This design comes from an exercise in tuning for small area on the open sky130 flow, not from production work. Function was checked by simulation only, so behaviour that the tests miss may differ from the original.

==> flow/design.v (outline; a module is shown in full before it is edited, if it fits) <==
// module qr_fa: 4 lines
// module qr_ha: 4 lines
// module qr_out: 26 lines
// module qr_hbf: 697 lines
// module qr_th: 902 lines
// module qr_engine: 3932 lines
// module qam_rx: 69 lines
module qam_rx(
    input clk,
    input reset,
    input [2:0] sw,
    input signed [17:0] rf_in,
    output signed [17:0] dec_var_i,
    output signed [17:0] dec_var_q
);
  // ...
==> flow/run.sh <==
#!/bin/bash
# synth_recipe.tcl (not shown) runs the flow's synth.tcl, then flattens the netlist and writes it again
# the make line also repeats each setting of config.mk as NAME=value (left out here)
make -C /OpenROAD-flow-scripts/flow DESIGN_CONFIG=/design/flow/config.mk WORK_HOME=/design/flow/orfs CLKGATE_MAP_FILE= SYNTH_SCRIPT=/design/flow/synth_recipe.tcl finish
==> flow/config.mk <==
export PLATFORM = sky130hd
export DESIGN_NAME = qam_rx
export DESIGN_NICKNAME = qam_rx
export VERILOG_FILES = /design/flow/design.v
export SDC_FILE = /design/flow/constraint.sdc
export NUM_CORES = 8
export LEC_CHECK = 0
export CAP_MARGIN = 20
export CORE_MARGIN = 2
export CORE_UTILIZATION = 70
export CTS_CLUSTER_DIAMETER = 80
export CTS_CLUSTER_SIZE = 24
export SLEW_MARGIN = 20
export SYNTH_HIERARCHICAL = 1
export SYNTH_MINIMUM_KEEP_SIZE = 0
==> flow/constraint.sdc <==
create_clock -name core_clock -period 12.0 [get_ports {clk}]
set_input_delay 2.4000 -clock core_clock [delete_from_list [all_inputs] [get_ports {clk}]]
set_output_delay 2.4000 -clock core_clock [all_outputs]
set_load 0.01 [all_outputs]
==> results.ini, run 1 <==
[place]
post-dp-hpwl_mm = 556
placed_area_um2 = 259000

[final_layout]
buffer_area_share_pct = 0.635
largestClassByArea = multi-input gates
seq_area_um2 = 122000
final_cell_mix = dfxtp_1, fa_1, a22o_1, inv_1, ha_1
largest_reg_flops = 170
seq_area_share_pct = 45.4

[detailed_routing]
vias = 145000
wl_met2_mm = 306

[sta]
hold_slack_ps = 286
setup_viol = 0
worstMarginPinSlew_ps = 1180

[setup_path]
cpMostUsedCell = fa_1
r2r_slack_ps = 1750
cp_data_required_time_ps = 12910
worst-path-max-fanout = 16
r2r_start = ptk

[global_route]
grt_max_degree = 177
gr-max-usage-layer = met2
grt_overflow_total = 0

[floorplanning]
initial_core_util_pct = 70.2

[flow_run]
drv_cap = 0

[outcome]
status = timing/DRC/antenna clean

[hold_path]
holdPathEnd = EI.rg64[7]

[clock_tree]
cts_buffer_depth = 4
cts_tree = done
root_buffer = clkbuf_16

==> module qam_rx, before the edit <==
module qam_rx(
    input clk,
    input reset,
    input [2:0] sw,
    input signed [17:0] rf_in,
    output signed [17:0] dec_var_i,
    output signed [17:0] dec_var_q
);
reg [3:0] p;
always @(posedge clk) p <= reset ? 4'd0 : p + 4'd1;
wire [1:0] q = p[1:0];
wire tick = &q;
wire sym = &p;
wire p0 = p[0];
reg pp0;
always @(posedge clk) pp0 <= p0;
wire neg = q[1] ^ q[0];
wire [17:0] val = neg ? -rf_in : rf_in;
reg [17:0] fl0, fl1, fl2, fl3, fl4, fl5, fl6, fl7, fl8;
always @(posedge clk) begin
    fl0 <= {q[0], val[17:1]};
    fl1 <= fl0; fl2 <= fl1; fl3 <= fl2; fl4 <= fl3;
    fl5 <= fl4; fl6 <= fl5; fl7 <= fl6; fl8 <= fl7;
end
function signed [17:0] g(input [17:0] f, input b);
    g = (f[17] == b) ? {f[16], f[16:0]} : 18'd0;
endfunction
wire signed [17:0] ta = g(fl2, p0), tc = g(fl4, p0), te = g(fl5, p0), td = g(fl6, p0), tb = g(fl8, p0);
wire [17:0] th;
qr_th TH (.a(ta), .b(tb), .c(tc), .d(td), .e(te), .y(th));
reg signed [17:0] d1i, d1q;
always @(posedge clk) begin
    if (!p0) d1i <= th;
    if (p0) d1q <= th;
end
wire signed [16:0] y4i, y4q;
qr_hbf #(.OFF(1)) HI (.clk(clk), .p0(p0), .np0(~p0), .pp0(pp0), .din(d1i), .yh(y4i));
qr_hbf #(.OFF(0)) HQ (.clk(clk), .p0(p0), .np0(~p0), .pp0(pp0), .din(d1q), .yh(y4q));
reg signed [16:0] h4d;
always @(posedge clk) if (p0) h4d <= y4q;
reg [1:0] ph;                  
always @(posedge clk) ph <= ph + 2'd1;
reg pend, win, ptk;
reg [3:0] tk;
reg [1:0] qd1, qd2, qd3;
wire act = (ph == 2'd0) ? pend : win;
wire wst = (ph == 2'd0) & pend;
always @(posedge clk) begin
    pend <= tick | (pend & ~wst);
    win <= act & (ph != 2'd3);
    ptk <= act & (ph != 2'd3) & (ptk | tick);
    tk <= {tk[2:0], tick};
    qd1 <= q; qd2 <= qd1; qd3 <= qd2;
end
wire init = tk[0];
wire itv = ~|tk;
wire sden = act & (ph == 2'd0), le1 = act & (ph == 2'd1), le2 = act & (ph == 2'd2);
wire signed [17:0] yi, yq;
qr_engine EI (.clk(clk), .tick(tick), .act(act), .nact(~act), .sden(sden), .nsden(~sden),
              .le1(le1), .nle1(~le1), .le2(le2), .nle2(~le2), .nwst(~wst), .ninit(~init), .ntick(~tick),
              .ph(ph), .wst(wst), .ptk(ptk), .init(init),
              .itv(itv), .icl(qd3), .din(y4i), .y(yi));
qr_engine EQ (.clk(clk), .tick(tick), .act(act), .nact(~act), .sden(sden), .nsden(~sden),
              .le1(le1), .nle1(~le1), .le2(le2), .nle2(~le2), .nwst(~wst), .ninit(~init), .ntick(~tick),
              .ph(ph), .wst(wst), .ptk(ptk), .init(init),
              .itv(itv), .icl(qd3), .din(h4d), .y(yq));
qr_out OI (.clk(clk), .tick(tick), .ntick(~tick), .sym(sym), .nsym(~sym), .sw(sw), .x(yi), .y(dec_var_i));
qr_out OQ (.clk(clk), .tick(tick), .ntick(~tick), .sym(sym), .nsym(~sym), .sw(sw), .x(yq), .y(dec_var_q));
endmodule
==> run 2: changes to the inputs <==
--- a/flow/design.v
+++ b/flow/design.v
@@ -32,25 +32,26 @@
 endcase
 always @(posedge clk) y <= ({18{sym}} & rx) | ({18{nsym}} & y);
 endmodule
 module qr_hbf #(parameter OFF = 0) (
     input clk,
     input p0,
     input np0,        
     input pp0,
+    input npp0,       
     input signed [17:0] din,
     output signed [16:0] yh    
 );
 localparam N = 9 + OFF;
 reg [17*N-1:0] xf;
 always @(posedge clk) xf <= ({(17*N){p0}} & {xf[17*(N-1)-1:0], din[17:1]}) | ({(17*N){np0}} & xf);
 wire signed [16:0] x2 = xf[17*(2+OFF) +: 17], x3 = xf[17*(3+OFF) +: 17], x5 = xf[17*(5+OFF) +: 17], x8 = xf[17*(8+OFF) +: 17];
-wire signed [16:0] ma = pp0 ? x2 : x3;
-wire signed [16:0] mb = pp0 ? x8 : x5;
+wire signed [16:0] ma = ({17{pp0}} & x2) | ({17{npp0}} & x3);
+wire signed [16:0] mb = ({17{pp0}} & x8) | ({17{npp0}} & x5);
 wire [17:0] mae = {ma[16], ma}, mbe = {mb[16], mb};
 wire ks_g0, ks_p0; qr_ha ks_h0 (.a(mae[0]), .b(mbe[0]), .s(ks_p0), .k(ks_g0));
 wire ks_g1, ks_p1; qr_ha ks_h1 (.a(mae[1]), .b(mbe[1]), .s(ks_p1), .k(ks_g1));
 wire ks_g2, ks_p2; qr_ha ks_h2 (.a(mae[2]), .b(mbe[2]), .s(ks_p2), .k(ks_g2));
 wire ks_g3, ks_p3; qr_ha ks_h3 (.a(mae[3]), .b(mbe[3]), .s(ks_p3), .k(ks_g3));
 wire ks_g4, ks_p4; qr_ha ks_h4 (.a(mae[4]), .b(mbe[4]), .s(ks_p4), .k(ks_g4));
 wire ks_g5, ks_p5; qr_ha ks_h5 (.a(mae[5]), .b(mbe[5]), .s(ks_p5), .k(ks_g5));
 wire ks_g6, ks_p6; qr_ha ks_h6 (.a(mae[6]), .b(mbe[6]), .s(ks_p6), .k(ks_g6));
@@ -102,17 +103,16 @@
 wire ks_G10_0 = ks_g10 | (ks_p10 & ks_G9_0);
 wire ks_G11_0 = ks_G11_8 | (ks_P11_8 & ks_G7_0);
 wire ks_G12_0 = ks_g12 | (ks_p12 & ks_G11_0);
 wire ks_G13_0 = ks_G13_12 | (ks_P13_12 & ks_G11_0);
 wire ks_G14_0 = ks_g14 | (ks_p14 & ks_G13_0);
 wire ks_G16_0 = ks_g16 | (ks_p16 & ks_G15_0);
 wire ks_G17_0 = ks_G17_16 | (ks_P17_16 & ks_G15_0);
 wire [17:0] sa = {ks_p17 ^ ks_G16_0, ks_p16 ^ ks_G15_0, ks_p15 ^ ks_G14_0, ks_p14 ^ ks_G13_0, ks_p13 ^ ks_G12_0, ks_p12 ^ ks_G11_0, ks_p11 ^ ks_G10_0, ks_p10 ^ ks_G9_0, ks_p9 ^ ks_G8_0, ks_p8 ^ ks_G7_0, ks_p7 ^ ks_G6_0, ks_p6 ^ ks_G5_0, ks_p5 ^ ks_G4_0, ks_p4 ^ ks_G3_0, ks_p3 ^ ks_G2_0, ks_p2 ^ ks_G1_0, ks_p1 ^ ks_g0, ks_p0};
-wire npp0 = ~pp0;
 reg [35:0] acc;
 wire h_s1, h_c2;
 qr_ha uh_s1 (.a((pp0 & sa[13])), .b(sa[12]), .s(h_s1), .k(h_c2));
 wire h_s3, h_c4;
 qr_fa uh_s3 (.a((pp0 & sa[14])), .b(sa[13]), .c((npp0 & sa[11])), .s(h_s3), .k(h_c4));
 wire h_s5, h_c6;
 qr_ha uh_s5 (.a(~(pp0 & sa[10])), .b(~sa[9]), .s(h_s5), .k(h_c6));
 wire h_s7, h_c8;
@@ -1634,29 +1634,30 @@
 module qr_engine(
   input clk,
   input tick,         
   input act,          
   input nact,         
   input sden, nsden,  
   input le1, nle1,    
   input le2, nle2,    
-  input nwst, ninit, ntick,   
+  input ninit, ntick,   
+  input nwst, nptk,   
   input [1:0] ph,     
   input wst,          
   input ptk,          
   input init,         
   input itv,          
   input [1:0] icl,    
   input signed [16:0] din,   
   output reg signed [17:0] y   
 );
 reg signed [16:0] ds; reg [16:5] ds2;   
 always @(posedge clk) begin ds <= ({17{tick}} & din) | ({17{ntick}} & ds); ds2 <= ({12{tick}} & ds[16:5]) | ({12{ntick}} & ds2); end
-wire [16:0] src = ptk ? {ds2, ds[4:0]} : ds;
+wire [16:0] src = {({12{ptk}} & ds2) | ({12{nptk}} & ds[16:5]), ds[4:0]};
 wire [16:0] su = {~src[16], src[15:0]};
 wire p0 = (ph == 2'd0);
 wire np0 = ~p0;
 wire p3 = (ph == 2'd3);
 wire ph12 = ph[0] ^ ph[1];
 reg [3:0] sdig;
 always @* case (ph) 2'd0: sdig = su[3:0]; 2'd1: sdig = su[8:5]; 2'd2: sdig = su[12:9]; default: sdig = su[16:13]; endcase
 reg [15:0] rg0; reg sd0;
@@ -5555,17 +5556,17 @@
 wire ki_bs12, ki_bk12; qr_fa ki_bu12 (.a(IA[30]), .b(gsel[30]), .c(ki_bk11), .s(ki_bs12), .k(ki_bk12));
 wire ki_bs13, ki_bk13; qr_fa ki_bu13 (.a(IA[31]), .b(gsel[31]), .c(ki_bk12), .s(ki_bs13), .k(ki_bk13));
 wire ki_bs14, ki_bk14; qr_fa ki_bu14 (.a(IA[32]), .b(gsel[32]), .c(ki_bk13), .s(ki_bs14), .k(ki_bk14));
 wire ki_bs15, ki_bk15; qr_fa ki_bu15 (.a(IA[33]), .b(gsel[33]), .c(ki_bk14), .s(ki_bs15), .k(ki_bk15));
 wire ki_bs16, ki_bk16; qr_fa ki_bu16 (.a(IA[34]), .b(gsel[34]), .c(ki_bk15), .s(ki_bs16), .k(ki_bk16));
 wire ki_bs17, ki_bk17; qr_fa ki_bu17 (.a(IA[35]), .b(gsel[35]), .c(ki_bk16), .s(ki_bs17), .k(ki_bk17));
 wire [17:0] ki_h1 = {ki_bs17, ki_bs16, ki_bs15, ki_bs14, ki_bs13, ki_bs12, ki_bs11, ki_bs10, ki_bs9, ki_bs8, ki_bs7, ki_bs6, ki_bs5, ki_bs4, ki_bs3, ki_bs2, ki_bs1, ki_bs0};
 wire [35:0] IAn = {ki_lk17 ? ki_h1 : ki_h0, ki_lo};
-always @(posedge clk) IA <= init ? FR : IAn;
+always @(posedge clk) IA <= ({36{init}} & FR) | ({36{ninit}} & IAn);
 always @(posedge clk) begin Z <= ({18{init}} & IA[35:18]) | ({18{ninit}} & Z); y <= ({18{tick}} & Z) | ({18{ntick}} & y); end
 endmodule
 module qam_rx(
     input clk,
     input reset,
     input [2:0] sw,
     input signed [17:0] rf_in,
     output signed [17:0] dec_var_i,
@@ -5594,18 +5595,18 @@
 wire [17:0] th;
 qr_th TH (.a(ta), .b(tb), .c(tc), .d(td), .e(te), .y(th));
 reg signed [17:0] d1i, d1q;
 always @(posedge clk) begin
     if (!p0) d1i <= th;
     if (p0) d1q <= th;
 end
 wire signed [16:0] y4i, y4q;
-qr_hbf #(.OFF(1)) HI (.clk(clk), .p0(p0), .np0(~p0), .pp0(pp0), .din(d1i), .yh(y4i));
-qr_hbf #(.OFF(0)) HQ (.clk(clk), .p0(p0), .np0(~p0), .pp0(pp0), .din(d1q), .yh(y4q));
+qr_hbf #(.OFF(1)) HI (.clk(clk), .p0(p0), .np0(~p0), .pp0(pp0), .npp0(~pp0), .din(d1i), .yh(y4i));
+qr_hbf #(.OFF(0)) HQ (.clk(clk), .p0(p0), .np0(~p0), .pp0(pp0), .npp0(~pp0), .din(d1q), .yh(y4q));
 reg signed [16:0] h4d;
 always @(posedge clk) if (p0) h4d <= y4q;
 reg [1:0] ph;                  
 always @(posedge clk) ph <= ph + 2'd1;
 reg pend, win, ptk;
 reg [3:0] tk;
 reg [1:0] qd1, qd2, qd3;
 wire act = (ph == 2'd0) ? pend : win;
@@ -5617,18 +5618,18 @@
     tk <= {tk[2:0], tick};
     qd1 <= q; qd2 <= qd1; qd3 <= qd2;
 end
 wire init = tk[0];
 wire itv = ~|tk;
 wire sden = act & (ph == 2'd0), le1 = act & (ph == 2'd1), le2 = act & (ph == 2'd2);
 wire signed [17:0] yi, yq;
 qr_engine EI (.clk(clk), .tick(tick), .act(act), .nact(~act), .sden(sden), .nsden(~sden),
-              .le1(le1), .nle1(~le1), .le2(le2), .nle2(~le2), .nwst(~wst), .ninit(~init), .ntick(~tick),
+              .le1(le1), .nle1(~le1), .le2(le2), .nle2(~le2), .nwst(~wst), .nptk(~ptk), .ninit(~init), .ntick(~tick),
               .ph(ph), .wst(wst), .ptk(ptk), .init(init),
               .itv(itv), .icl(qd3), .din(y4i), .y(yi));
 qr_engine EQ (.clk(clk), .tick(tick), .act(act), .nact(~act), .sden(sden), .nsden(~sden),
-              .le1(le1), .nle1(~le1), .le2(le2), .nle2(~le2), .nwst(~wst), .ninit(~init), .ntick(~tick),
+              .le1(le1), .nle1(~le1), .le2(le2), .nle2(~le2), .nwst(~wst), .nptk(~ptk), .ninit(~init), .ntick(~tick),
               .ph(ph), .wst(wst), .ptk(ptk), .init(init),
               .itv(itv), .icl(qd3), .din(h4d), .y(yq));
 qr_out OI (.clk(clk), .tick(tick), .ntick(~tick), .sym(sym), .nsym(~sym), .sw(sw), .x(yi), .y(dec_var_i));
 qr_out OQ (.clk(clk), .tick(tick), .ntick(~tick), .sym(sym), .nsym(~sym), .sw(sw), .x(yq), .y(dec_var_q));
 endmodule
==> flow/config.mk (replaced) <==
export PLATFORM = sky130hd
export DESIGN_NAME = qam_rx
export DESIGN_NICKNAME = qam_rx
export VERILOG_FILES = /design/flow/design.v
export SDC_FILE = /design/flow/constraint.sdc
export NUM_CORES = 8
export LEC_CHECK = 0
export CAP_MARGIN = 20
export CORE_MARGIN = 2
export CORE_UTILIZATION = 74
export CTS_CLUSTER_DIAMETER = 80
export CTS_CLUSTER_SIZE = 28
export SLEW_MARGIN = 20
export SYNTH_HIERARCHICAL = 1
export SYNTH_MINIMUM_KEEP_SIZE = 0
==> run 2 against run 1 <==
  * Still clean
  * Synthesized cell count barely moved
  * Register-to-register slack got worse by 50 ps
  * Area after synthesis is essentially flat
  * Critical path depth is 5 higher
  * Routed wire length is 5.8% higher
  * Largest cell class unchanged
  * Highest routed layer unchanged
==> results.ini, run 2 <==
[yosys]
avgSynthCellArea_um2 = 13.8  ; about the same
ys_warn_count = 11  ; unchanged
syn_area_um2 = 254000  ; about the same
synthCells = 18400  ; about the same

[sta]
hold_slack_ps = 303  ; was 286 ps
hold_violations = 0  ; unchanged
slew_headroom_pct = 17.2  ; was 21.3%
max_freq_mhz = 97.1  ; was 97.6 MHz
setup_tns_ps = 0  ; unchanged
worstMarginPinSlew_ps = 1240  ; was 1180 ps
fin_skew_ps = 73.1  ; was 62.1 ps
min_period_ps = 10300  ; was 10250 ps
setup_viol = 0  ; unchanged
rsz0062_at_grt = no  ; unchanged
drv_slew = 0  ; unchanged
fin_crit_sh_pct = 85.8  ; was 85.4%

[detailed_routing]
met3WireLength_mm = 93.0  ; was 74.3 mm
ant_nets = 0  ; unchanged
met1_length_mm = 286  ; was 294 mm
vias = 150000  ; was 145k
wl_met2_mm = 327  ; was 306 mm
viasPerCell = 6.56  ; was 6.29
routed.top_layer = met5  ; unchanged
remaining_drc_errors = 0  ; unchanged
wl_per_cell_um = 32.9  ; was 30.7 um
totalWireLength_mm = 749  ; was 708 mm
drt_first_pass_iters = 8  ; was 6
drtIter0Drc = 18200  ; was 16.6k

[flow_run]
drv_cap = 0  ; unchanged

[clock_tree]
root_buffer = clkbuf_16  ; unchanged
htreeDepth = 5  ; unchanged
cts_hold_buf = 0  ; unchanged
cts_resized = 0  ; unchanged
cts_buffer_depth = 4  ; unchanged
cts-buffers-inserted = 272  ; was 307
cts_tree = done  ; unchanged
clkLatencyLatePin_ps = 1030  ; was 1020 ps
post_cts_buffers = 0  ; unchanged
clock_sinks = 6054  ; unchanged
clk_pin_slew_ps = 110  ; about the same

[floorplanning]
die_w_um = 590  ; was 606 um
io_pins = 59  ; unchanged
design.die.area_um2 = 348000  ; was 368000 um2
fp-row-count = 215  ; was 221
core_area_um2 = 342000  ; was 362000 um2
die_h_um = 590  ; was 606 um
initial_core_util_pct = 74.2  ; was 70.2%

[global_route]
grt_max_degree = 212  ; was 177
grt_pass1_vias = 157000  ; was 149k
grt_overflow_total = 0  ; unchanged
track_usage_pct = 43.6  ; was 39.0%
antenna_found_initial = 27  ; was 18
grt_pass1_wl_mm = 1090  ; was 1030 mm

[hold_path]
hold_class = flip-flop to flip-flop  ; unchanged

[place]
globalplace.congestion = 1.07  ; was 1.04
post-dp-hpwl_mm = 573  ; was 556 mm
portBuffers = 58  ; unchanged
placed_cells = 22400  ; was 22.7k

[setup_path]
critPathMaxStageDelay_ps = 670  ; was 740 ps
cp_data_required_time_ps = 12740  ; was 12910 ps
cp-end-kind = flip-flop  ; unchanged
crit_arrival_ps = 11040  ; was 11160 ps
cpMostUsedCell = ha_1  ; was fa_1
worst-path-max-fanout = 17  ; was 16
crit_type = flip-flop to flip-flop  ; unchanged
startpoint_type = flip-flop  ; unchanged
slowest_stage = xnor2_2  ; was dfxtp_1

[final_layout]
drive_above_1_share_pct = 3.55  ; was 4.05%
top_regs = HI.xf (170), HQ.xf (153)  ; unchanged
finalNetCount = 22800  ; about the same
fillers = 18800  ; was 22.9k
layout_commonest_cell = dfxtp_1  ; unchanged
regMostFlops = HI.xf  ; unchanged
syn2layout_area_growth_pct = 5.08  ; was 5.55%
largest_reg_flops = 170  ; unchanged
final_cell_mix = dfxtp_1, fa_1, a22o_1, inv_1, ha_1  ; unchanged
instances_no_fill = 22800  ; was 23.1k

[outcome]
status = timing/DRC/antenna clean  ; unchanged

==> run 2: worst paths after layout <==
check	slack, ps	from	depth (start not counted)	to
max reg2reg	1700	p[0]	36	d1q[15]
min	300	EI.rg109[7]	0	EI.rg109[11]
max	1700	p[0]	36	d1q[15]
min reg2reg	300	EI.rg109[7]	0	EI.rg109[11]
==> run 2: final cells by class <==
type	instances	area [um2]	share of cell area, %
multi-input combinational	10200	124000	46.5
sequential	6054	122000	45.6
clock buffer	290	7020	2.63
tap	4557	5700	2.14
inverter	1446	5480	2.05
timing repair buffer	179	1640	0.615
clock inverter	63	1110	0.418
antenna	13	32.5	0.0122
==> run 2: critical path: cells and delay by family, from the launching register on <==
kind	cells	cell delay [ps]
and+or+nand+nor	5	760
DFF	1	440
AOI/OAI and AO/OA	11	2310
adders and majority gates	14	4840
xor gates and xnor gates	3	1330
buffers and inverters	3	360
==> run 2: layer usage <==
layer,vias up,GRT usage [%]
li1,61400,-
met2,8642,63.8
met5,-,0
met4,28,20.1
met3,1922,14.7
met1,77500,59.3
==> run 2: per-stage QoR <==
| stage | instance area [um2] | setup WS, ps | utilization, % |
|---|---|---|---|
| floorplan | 254000 | 1700 | - |
| global placement | 258000 | 1400 | 75.5 |
| detailed placement | 258000 | 1520 | 75.5 |
| CTS | 267000 | 1490 | 77.9 |
| global route | 267000 | 1160 | 77.9 |
| finish | 267000 | 1700 | 77.9 |

==> port drivers added, routing unchanged <==
No port has a modelled driver above. Below, the same layouts with a new extraction and two added sets of constraints.
Step 1, drivers: a clkbuf_16 drives clk and a buf_2 each remaining input, both assumed.
Step 2, shift: input delay + t, output delay - t, t = (earliest + latest rising clock arrival at the registers) / 2. This alone moves slack from input paths to output paths.
a / b / c = no drivers / after step 1 / after step 2; a / b = the first two.
run	t (ns)	slack for setup (ns)	clock arrival spread, ns
run 1	1.087	1.750 / 1.750 / 1.750	0.083 / 0.083
run 2	1.099	1.699 / 1.699 / 1.699	0.080 / 0.081
After both steps every run listed still meets setup and hold.
